Source: an optimization exercise on an open RTL-to-GDS flow (aim: small area and a short achievable clock period). Production flows keep margins and buffers that such runs may drop.
The RTL was checked by simulation tests, not by an equivalence proof against the original design.
Power is estimated from default activity; no workload was simulated.

// iir_filter_threefold
module iir_filter_threefold(clk,rst,x,y);
input clk;
input rst;
input [19:0] x;
output reg [19:0] y;
reg rr;
reg pa, pb, pc;
reg [19:0] ob;           
reg [19:1] v;            
reg [17:0] h2, h3n, h4;  
reg [16:0] h5n;          
wire [18:0] ap = v;
wire [18:0] bp = ob[19:1];
wire [18:0] p0 = ap ^ bp;
wire [18:0] g0 = ap & bp;
wire gg1 = g0[1] | (p0[1] & g0[0]);
wire gg2 = g0[3] | (p0[3] & g0[2]);
wire pp2 = p0[3] & p0[2];
wire gg3 = g0[5] | (p0[5] & g0[4]);
wire pp3 = p0[5] & p0[4];
wire gg4 = g0[7] | (p0[7] & g0[6]);
wire pp4 = p0[7] & p0[6];
wire gg5 = g0[9] | (p0[9] & g0[8]);
wire pp5 = p0[9] & p0[8];
wire gg6 = g0[11] | (p0[11] & g0[10]);
wire pp6 = p0[11] & p0[10];
wire gg7 = g0[13] | (p0[13] & g0[12]);
wire pp7 = p0[13] & p0[12];
wire gg8 = g0[15] | (p0[15] & g0[14]);
wire pp8 = p0[15] & p0[14];
wire gg9 = g0[17] | (p0[17] & g0[16]);
wire pp9 = p0[17] & p0[16];
wire gg10 = g0[2] | (p0[2] & gg1);
wire gg11 = gg2 | (pp2 & gg1);
wire gg12 = g0[6] | (p0[6] & gg3);
wire pp12 = p0[6] & pp3;
wire gg13 = gg4 | (pp4 & gg3);
wire pp13 = pp4 & pp3;
wire gg14 = g0[10] | (p0[10] & gg5);
wire pp14 = p0[10] & pp5;
wire gg15 = gg6 | (pp6 & gg5);
wire pp15 = pp6 & pp5;
wire gg16 = g0[14] | (p0[14] & gg7);
wire pp16 = p0[14] & pp7;
wire gg17 = gg8 | (pp8 & gg7);
wire pp17 = pp8 & pp7;
wire gg18 = g0[18] | (p0[18] & gg9);
wire pp18 = p0[18] & pp9;
wire gg19 = g0[4] | (p0[4] & gg11);
wire gg20 = gg3 | (pp3 & gg11);
wire gg21 = gg12 | (pp12 & gg11);
wire gg22 = gg13 | (pp13 & gg11);
wire gg23 = g0[12] | (p0[12] & gg15);
wire pp23 = p0[12] & pp15;
wire gg24 = gg7 | (pp7 & gg15);
wire pp24 = pp7 & pp15;
wire gg25 = gg16 | (pp16 & gg15);
wire pp25 = pp16 & pp15;
wire gg26 = gg17 | (pp17 & gg15);
wire pp26 = pp17 & pp15;
wire gg27 = g0[8] | (p0[8] & gg22);
wire gg28 = gg5 | (pp5 & gg22);
wire gg29 = gg14 | (pp14 & gg22);
  ...
==> flow/config.mk <==
export PLATFORM = sky130hd
export DESIGN_NAME = iir_filter_threefold
export DESIGN_NICKNAME = iir_filter_threefold
export VERILOG_FILES = /design/flow/design.v
export SDC_FILE = /design/flow/constraint.sdc
export NUM_CORES = 4
export LEC_CHECK = 0
export ABC_AREA = 1
export CAP_MARGIN = 20
export CORE_MARGIN = 2
export CORE_UTILIZATION = 40
export GPL_TIMING_DRIVEN = 1
export SETUP_SLACK_MARGIN = 3.9
export SLEW_MARGIN = 20
==> flow/constraint.sdc <==
create_clock -name core_clock -period 6.0 [get_ports {clk}]
set_input_delay 1.2000 -clock core_clock [delete_from_list [all_inputs] [get_ports {clk}]]
set_output_delay 1.2000 -clock core_clock [all_outputs]
set_load 0.01 [all_outputs]
standard.sh (not shown) runs the stock make flow with config.mk's settings and CLKGATE_MAP_FILE= SYNTH_SCRIPT=/design/flow/synth_recipe.tcl, a recipe that flattens the netlist after the stock synthesis.
==> flow/flow/run.sh <==
#!/bin/bash
# Own layout flow: the standard ORFS flow (standard synthesis unchanged), with
#  - plain buf_1 port buffers (resized later as timing needs),
#  - resizing not tied to cell footprints,
#  - a clock tree of clkbuf_8 leaf buffers under a clkbuf_16 root, without dummy loads.
set -euo pipefail
bash standard.sh \
  "BUFFER_PORTS_ARGS=-buffer_cell sky130_fd_sc_hd__buf_1" \
  "MATCH_CELL_FOOTPRINT=0" \
  "CTS_ARGS=-sink_clustering_enable -repair_clock_nets -dont_use_dummy_load -buf_list sky130_fd_sc_hd__clkbuf_8 -root_buf sky130_fd_sc_hd__clkbuf_16" \
  finish > flow_make.log 2>&1
Next try:
- CORE_UTILIZATION: 40 -> 50
- GPL_TIMING_DRIVEN: 1 -> unset
The new run completed with no timing, DRC or antenna violations.
Utilization rises by 13 points.
Combinational power hardly moves.
Via count went up by about 0.8%.
Cell area barely changes.
Critical path depth is unchanged.
Next try:
- CORE_UTILIZATION: 50 -> 40
- SETUP_SLACK_MARGIN: 3.9 -> 4.0
Outcome:
- critical path depth is unchanged
- maximum frequency grows by 3.0%
- hold slack stays flat
- die area climbs by 24%
Next try:
- CORE_UTILIZATION: 40 -> 55
- SETUP_SLACK_MARGIN: 4.0 -> 3.9
Worst setup slack got worse by 0.031 ns.
Die area falls by 26%.
Routed wire length falls by 7.4%.
Critical path depth is unchanged.
Synthesized area does not change.
Cell area falls by 7.1%.
First-iteration DRC count falls by 50%.
Non-clock buffer count falls by 11.
Total power falls by 1.1%.
Sequential power barely changes.

-- static timing again, ports no longer ideal --
The flow's constraints put no driver on any port. The routed layouts listed below were extracted and timed again, unchanged, in two steps.
Step 1, drivers: a clkbuf_16 drives clk and a buf_2 each remaining input, both assumed.
Step 2 adds t to the input delays and takes it off the output delays; t is the mean of the earliest and latest rising clock arrival at the registers after step 1. Input paths then give back, and output paths get back, about the clock's delay inside the block.
Slacks: ideal ports / drivers / drivers and shift; pairs: ideal ports / drivers.
run | t, ns | setup WS [ns] | hold slack, ns | clock arrival spread, ns | worst slew at a driven data input, ns
the first run | 0.379 | 3.938 / 3.912 / 3.762 | 0.407 / 0.407 / 0.407 | 0.030 / 0.030 | 0.04
the second run | 0.384 | 3.888 / 3.888 / 3.799 | 0.414 / 0.414 / 0.414 | 0.020 / 0.020 | 0.03
the third run | 0.381 | 3.950 / 3.941 / 3.852 | 0.415 / 0.415 / 0.415 | 0.024 / 0.023 | 0.03
the fourth run | 0.384 | 3.920 / 3.903 / 3.797 | 0.426 / 0.426 / 0.426 | 0.035 / 0.035 | 0.03
After both steps setup and hold are still met in every run listed. For the first run, which loses most, drivers alone change the setup slack by -0.026 ns; drivers and shift together by -0.176 ns.
